This design comes from an exercise in tuning for small area, a short achievable clock period and few clock cycles on the open sky130 flow, not from production work.
Only simulation tests tie the RTL to the original design; equivalence was not proved.
No activity file was given, so power comes from the tool's default toggle rates.

== P ==
// mips_processor
module mips_processor (clk, reset, memdata, addr, memread, memwrite, writedata);
  input  logic clk, reset;
  input  logic [31:0] memdata;
  output logic memread, memwrite;
  output logic [31:0] addr, writedata;
  logic [31:0] addr_q;         
  logic        rd_q, wr_q;     
  logic [31:0] wd_q;           
  logic        m_q;            
  logic        mld_q;          
  logic [4:0]  mrt_q;          
  logic        vD;             
  logic [31:0] ir;             
  logic [31:0] pcD;
  logic        vX;
  logic [31:0] xa, xb;
  logic [15:0] ximm;
  logic [4:0]  xrs, xrt;
  logic        xr, xuseimm, xsub, xwr, xld, xst, xbeq, xbne;
  logic [6:0]  xsel;
  assign addr      = addr_q;
  assign memread   = rd_q;
  assign memwrite  = wr_q;
  assign writedata = wd_q;
  logic [31:0] op2, sum, res;
  logic [4:0]  xdst;
  assign op2  = xuseimm ? {16'd0, ximm} : xb;
  assign xdst = xr ? ximm[15:11] : xrt;
  alu u_alu (.a(xa), .b(op2), .sub(xsub), .sb(xb), .shamt(ximm[10:6]), .sel(xsel), .sum(sum), .y(res));
  logic taken, ldst, xwe;
  assign taken = vX & ((xbeq & (xa == xb)) | (xbne & ((xa == 32'd0) | (xb == 32'd0))));
  assign ldst  = vX & (xld | xst);
  ...
Size: about 4800 cells after synthesis, roughly 1200 flip-flops, roughly 0.061 mm² of cells after synthesis.
==> flow/config.mk <==
export PLATFORM = sky130hd
export DESIGN_NAME = mips_processor
export DESIGN_NICKNAME = mips_processor
export VERILOG_FILES = /design/flow/design.v
export SDC_FILE = /design/flow/constraint.sdc
export NUM_CORES = 4
export LEC_CHECK = 0
export CAP_MARGIN = 20
export CORE_MARGIN = 2
export CORE_UTILIZATION = 40
export SLEW_MARGIN = 20
==> flow/constraint.sdc <==
create_clock -name core_clock -period 12.0 [get_ports {clk}]
set_input_delay 2.4000 -clock core_clock [delete_from_list [all_inputs] [get_ports {clk}]]
set_output_delay 2.4000 -clock core_clock [all_outputs]
set_load 0.01 [all_outputs]
standard.sh (not shown) runs the stock make flow with config.mk's settings and CLKGATE_MAP_FILE= SYNTH_SCRIPT=/design/flow/synth_recipe.tcl, a recipe that flattens the netlist after the stock synthesis.
==> flow/flow/run.sh <==
#!/bin/bash
# Standard ORFS layout, with repair_timing asked to keep a larger setup margin
# (the SDC, clock period and I/O constraints are unchanged).
set -euo pipefail
bash standard.sh SETUP_SLACK_MARGIN=8 finish > standard_flow.log 2>&1
The flow did not stop early for P: all stages ran, and the layout cleared the timing, design-rule and antenna checks.
Testbench counts of P, summed over its fixed seeds: cycles 31,689.
Modified inputs, Q compared to P
==> flow/run.sh (new file) <==
#!/bin/bash
# synth_recipe.tcl (not shown) runs the flow's synth.tcl, then flattens the netlist and writes it again
# the make line also repeats each setting of config.mk as NAME=value (left out here)
make -C /OpenROAD-flow-scripts/flow DESIGN_CONFIG=/design/flow/config.mk WORK_HOME=/design/flow/orfs CLKGATE_MAP_FILE= SYNTH_SCRIPT=/design/flow/synth_recipe.tcl finish
removed: flow/flow/run.sh
removed: flow/standard.sh
==> comparison <==
Q ran to completion and came out clean on the timing, design-rule and antenna checks. Clock transition time at the flip-flop clock pins of the worst setup and hold paths across P and Q: no real change. Per the comparison of Q with P, setup slack shrank by 0.99 ns, fraction of power consumed by combinational cells shrank by 4.4 points, fraction of final layout cells with drive strength greater than 1 shrank by 5.9 points, combinational power shrank by about 21%, detailed-routed wire length on met2 shrank by about 2%. Instance count after placement with tap cells included was lower in Q than in P. In terms of total power density per cell area, P and Q differ only marginally. Going from P to Q, data required time of the worst path shows a reduction of 0.10 ns, clock period minus final worst setup slack went up by 0.99 ns.

---

## purple
The RTL this note starts from:
==> flow/design.v <==
`timescale 1ns/1ps
module reg_file (
  input  logic        clk,
  input  logic        we,
  input  logic [4:0]  wa,
  input  logic [31:0] wd,
  input  logic [4:0]  ra0,
  input  logic [4:0]  ra1,
  output logic [31:0] rd0,
  output logic [31:0] rd1
);
  logic [31:0] mem [1:31];
  always_ff @(posedge clk)
    if (we && wa != 5'd0) mem[wa] <= wd;
  always_comb begin
    rd0 = 32'd0;
    rd1 = 32'd0;
    for (int i = 1; i < 32; i++) begin
      rd0 = rd0 | ({32{ra0 == 5'(i)}} & mem[i]);
      rd1 = rd1 | ({32{ra1 == 5'(i)}} & mem[i]);
    end
  end
endmodule
`timescale 1ns/1ps
module padd (
  input  logic [31:0] a,
  input  logic [31:0] b,
  input  logic        cin,
  output logic [31:0] s,
  output logic        c31
);
  logic [31:0] p, g;
  logic [31:0] gg [0:5];
  logic [31:0] pp [0:5];
  logic [32:0] c;
  assign p = a ^ b;
  assign g = (a & b) | {31'd0, cin & p[0]};
  always_comb begin
    gg[0] = g;
    pp[0] = p;
    for (int l = 0; l < 5; l++) begin
      for (int i = 0; i < 32; i++) begin
        if (((i >> l) & 1) == 1) begin
          int j;
          j = ((i >> l) << l) - 1;
          gg[l+1][i] = gg[l][i] | (pp[l][i] & gg[l][j]);
          pp[l+1][i] = pp[l][i] & pp[l][j];
        end else begin
          gg[l+1][i] = gg[l][i];
          pp[l+1][i] = pp[l][i];
        end
      end
    end
  end
  assign c[0] = cin;
  assign c[32:1] = gg[5];
  assign s   = p ^ {c[31:1], cin};
  assign c31 = c[31];
endmodule
module alu (
  input  logic [31:0] a,
  input  logic [31:0] b,        
  input  logic        sub,      
  input  logic [31:0] sb,       
  input  logic [4:0]  shamt,
  input  logic [6:0]  sel,
  output logic [31:0] sum,      
  output logic [31:0] y
);
  logic [31:0] bx, sin, sr, sh;
  logic        c31, eq31, lt, gt, slt;
  always_comb begin
    for (int i = 0; i < 32; i++) sin[i] = sel[5] ? sb[31-i] : sb[i];
    sr = sin >> shamt;
    for (int i = 0; i < 32; i++) sh[i] = sel[5] ? sr[31-i] : sr[i];
  end
  assign bx = b ^ {32{sub}};
  padd u_add (.a(a), .b(bx), .cin(sub), .s(sum), .c31(c31));
  assign eq31 = (a[30:0] == b[30:0]);
  assign lt   = ~c31;
  assign gt   = c31 & ~eq31;
  assign slt  = (a[31] & ~b[31]) | (~a[31] & ~b[31] & lt) | (a[31] & b[31] & gt);
  always_comb begin
    y = 32'd0;
    if (sel[0]) y = y | sum;
    if (sel[1]) y = y | (a & b);
    if (sel[2]) y = y | (a | b);
    if (sel[3]) y = y | ~(a | b);
    if (sel[4]) y = y | {31'd0, slt};
    if (sel[5] | sel[6]) y = y | sh;
  end
endmodule
`timescale 1ns/1ps
module mips_processor (clk, reset, memdata, addr, memread, memwrite, writedata);
  input  logic clk, reset;
  input  logic [31:0] memdata;
  output logic memread, memwrite;
  output logic [31:0] addr, writedata;
  logic [31:0] addr_q;         
  logic        rd_q, wr_q;     
  logic [31:0] wd_q;           
  logic        m_q;            
  logic        mld_q;          
  logic [4:0]  mrt_q;          
  logic        vD;             
  logic [31:0] ir;             
  logic [31:0] pcD;
  logic        vX;
  logic [31:0] xa, xb;         
  logic [15:0] ximm;
  logic [4:0]  xrs, xrt;
  logic        xr, xbr, xsub, xwr, xld, xst, xbeq, xbne;
  logic [6:0]  xsel;
  logic        wv;
  logic [4:0]  wa_q;
  logic [31:0] wr_q_d;
  assign addr      = addr_q;
  assign memread   = rd_q;
  assign memwrite  = wr_q;
  assign writedata = wd_q;
  logic [31:0] sum, res, ea;
  logic [4:0]  xdst;
  logic        eac, btc;
  assign xdst = xr ? ximm[15:11] : xrt;
  alu u_alu (.a(xa), .b(xb), .sub(xsub), .sb(xb), .shamt(ximm[10:6]), .sel(xsel), .sum(sum), .y(res));
  padd u_eadd (.a(xa), .b({16'd0, ximm}), .cin(1'b0), .s(ea), .c31(eac));
  logic taken, ldst, xwe;
  assign taken = vX & ((xbeq & (xa == xb)) | (xbne & ((xa == 32'd0) | (xb == 32'd0))));
  assign ldst  = vX & (xld | xst);
  assign xwe   = vX & xwr & (xdst != 5'd0);
  logic [31:0] btgt;
  padd u_badd (.a(pcD), .b({16'd0, ximm}), .cin(1'b0), .s(btgt), .c31(btc));
  logic [5:0] op;
  logic [4:0] rs, rt;
  assign op = ir[31:26];
  assign rs = ir[25:21];
  assign rt = ir[20:16];
  logic [31:0] rf0, rf1, va, vb;
  reg_file u_rf (.clk(clk), .we(wv), .wa(wa_q), .wd(wr_q_d), .ra0(rs), .ra1(rt), .rd0(rf0), .rd1(rf1));
  assign va = (xwe && xdst == rs) ? res : (wv && wa_q == rs) ? wr_q_d : rf0;
  assign vb = (xwe && xdst == rt) ? res : (wv && wa_q == rt) ? wr_q_d : rf1;
  logic d_r, d_mem, d_imm;
  assign d_r   = (op == 6'b000000);
  assign d_mem = op[5];
  assign d_imm = (op[5:3] == 3'b001);
  logic [6:0] rsel, isel;
  logic       rsub;
  always_comb begin
    rsub = 1'b0;
    case (ir[5:0])
      6'b000000:            rsel = 7'b010_0000;
      6'b000010:            rsel = 7'b100_0000;
      6'b100010, 6'b100011: begin rsel = 7'b000_0001; rsub = 1'b1; end
      6'b100100:            rsel = 7'b000_0010;
      6'b100101:            rsel = 7'b000_0100;
      6'b100111:            rsel = 7'b000_1000;
      6'b101010, 6'b101011: begin rsel = 7'b001_0000; rsub = 1'b1; end
      default:              rsel = 7'b000_0001;
    endcase
    case (op[2:0])
      3'b100:  isel = 7'b000_0010;
      3'b101:  isel = 7'b000_0100;
      3'b010:  isel = 7'b001_0000;
      default: isel = 7'b000_0001;
    endcase
  end
  logic [31:0] inc, fnext_m;
  logic        fjmp;
  assign inc     = (m_q ? pcD : addr_q) + 32'd1;
  assign fnext_m = vD ? inc : {6'd0, ir[25:0]};
  assign fjmp    = (memdata[31:27] == 5'b00001);
  logic [31:0] anext_o;
  logic        jsel;
  always_comb begin
    if (reset)      anext_o = 32'd0;
    else if (m_q)   anext_o = fnext_m;
    else if (taken) anext_o = btgt;
    else if (ldst)  anext_o = ea;
    else            anext_o = inc;
  end
  assign jsel = ~reset & ~m_q & ~taken & ~ldst & fjmp;
  always_ff @(posedge clk) begin
    addr_q <= jsel ? {6'd0, memdata[25:0]} : anext_o;
    if (reset) begin
      rd_q   <= 1'b1;
      wr_q   <= 1'b0;
      m_q    <= 1'b0;
      vD     <= 1'b0;
      vX     <= 1'b0;
    end else if (m_q) begin
      m_q    <= 1'b0;
      rd_q   <= 1'b1;
      wr_q   <= 1'b0;
    end else if (taken) begin
      vD     <= 1'b0;
      vX     <= 1'b0;
    end else begin
      vD     <= ~fjmp;
      vX     <= vD;
      if (ldst) begin
        m_q    <= 1'b1;
        rd_q   <= xld;
        wr_q   <= xst;
      end
    end
  end
  always_ff @(posedge clk) begin
    if (reset) begin
      wv <= 1'b0;
    end else begin
      wv <= m_q ? (mld_q && mrt_q != 5'd0) : xwe;
    end
    wa_q   <= m_q ? mrt_q : xdst;
    wr_q_d <= m_q ? memdata : res;
  end
  always_ff @(posedge clk) begin
    if (m_q) begin
      if (mld_q && mrt_q != 5'd0 && mrt_q == xrs) xa <= memdata;
      if (mld_q && mrt_q != 5'd0 && mrt_q == xrt && xbr) xb <= memdata;
    end else begin
      xa      <= va;
      xb      <= d_imm ? {16'd0, ir[15:0]} : vb;
      ir      <= memdata;
      pcD     <= addr_q;
      ximm    <= ir[15:0];
      xrs     <= rs;
      xrt     <= rt;
      xr      <= d_r;
      xbr     <= ~d_imm;
      xsub    <= d_r & rsub | d_imm & (op[2:0] == 3'b010);
      xwr     <= d_r | d_imm;
      xld     <= d_mem & ~op[3];
      xst     <= d_mem & op[3];
      xbeq    <= (op == 6'b000100);
      xbne    <= (op == 6'b000101);
      xsel    <= d_r ? rsel : isel;
      wd_q    <= xb;
      mld_q   <= xld;
      mrt_q   <= xdst;
    end
  end
endmodule
Settings: LEC_CHECK=0, CAP_MARGIN=20, CORE_MARGIN=2, CORE_UTILIZATION=40, SLEW_MARGIN=20; clock period 12.0 ns.
==> flow/flow/run.sh <==
#!/bin/bash
# Standard ORFS layout (the standard.sh), with two changes to how the
# layout is made; the SDC, clock period and I/O constraints are unchanged:
#  - repair_timing is asked to keep a larger setup margin, so that the
#    resizer works on the paths that set the achievable period;
#  - adders are left to ABC as plain gates (no fa/ha cells from the adder map);
#  - a denser floorplan (50% utilisation).
set -euo pipefail
bash standard.sh SETUP_SLACK_MARGIN=8.5 TNS_END_PERCENT=10 ADDER_MAP_FILE= CORE_UTILIZATION=50 finish > standard_flow.log 2>&1
purple completed; timing, DRC and antenna clean
Testbench counts of purple, summed over its fixed seeds: cycles 31,689.
Relative to purple, the following input files were edited for orange:
-- flow/flow/run.sh --
<<< purple, line 6
#  - adders are left to ABC as plain gates (no fa/ha cells from the adder map);
#  - a denser floorplan (50% utilisation).
>>> orange, line 6
#  - adders are left to ABC as plain gates (no fa/ha cells from the adder map).
<<< purple, line 9
bash standard.sh SETUP_SLACK_MARGIN=8.5 TNS_END_PERCENT=10 ADDER_MAP_FILE= CORE_UTILIZATION=50 finish > standard_flow.log 2>&1
>>> orange, line 8
bash standard.sh SETUP_SLACK_MARGIN=8.5 TNS_END_PERCENT=10 ADDER_MAP_FILE= finish > standard_flow.log 2>&1
--- outcome ---
- orange ran to completion and came out clean on the timing, design-rule and antenna checks.
- Higher relative area change from synthesis to final layout was reported by orange, not purple.
- Final critical delay including setup and external delays for orange is higher than for purple.
- orange against purple; placeable core region is up by more than a quarter.
- The wire length in orange sits 3.9 mm above the value recorded for purple.

==> static timing again, ports no longer ideal <==
The flow's constraints put no driver on any port. The routed layouts listed below were extracted and timed again, unchanged, in two steps. Step 1: set_driving_cell puts a clkbuf_16 on clk and a buf_2 on each other input, an assumption about the parent block. Step 2 times the ports against the registers' clock, not the clock port: input delays grow and output delays shrink by t, the midpoint of the rising clock arrivals with the driver on. a / b / c = ideal / step 1 / step 2; a / b = the first two.
run | t (ns) | setup slack, ns | worst hold slack (ns) | worst setup path after step 2 | worst slew at a driven data input, ns
P | 0.855 | 7.743 / 7.743 / 7.196 | 0.453 / 0.453 / 0.453 | input to register | 0.06
Q | 0.867 | 6.753 / 6.753 / 6.073 | 0.462 / 0.462 / 0.462 | input to register | 0.04
purple | 0.854 | 8.066 / 8.066 / 7.626 | 0.502 / 0.502 / 0.502 | input to register | 0.05
orange | 0.871 | 7.996 / 7.996 / 7.432 | 0.516 / 0.516 / 0.516 | input to register | 0.12
After both steps every run listed still meets setup and hold. The setup slack of Q, which loses most, moves by 0.000 ns with the drivers and by -0.680 ns with both steps.
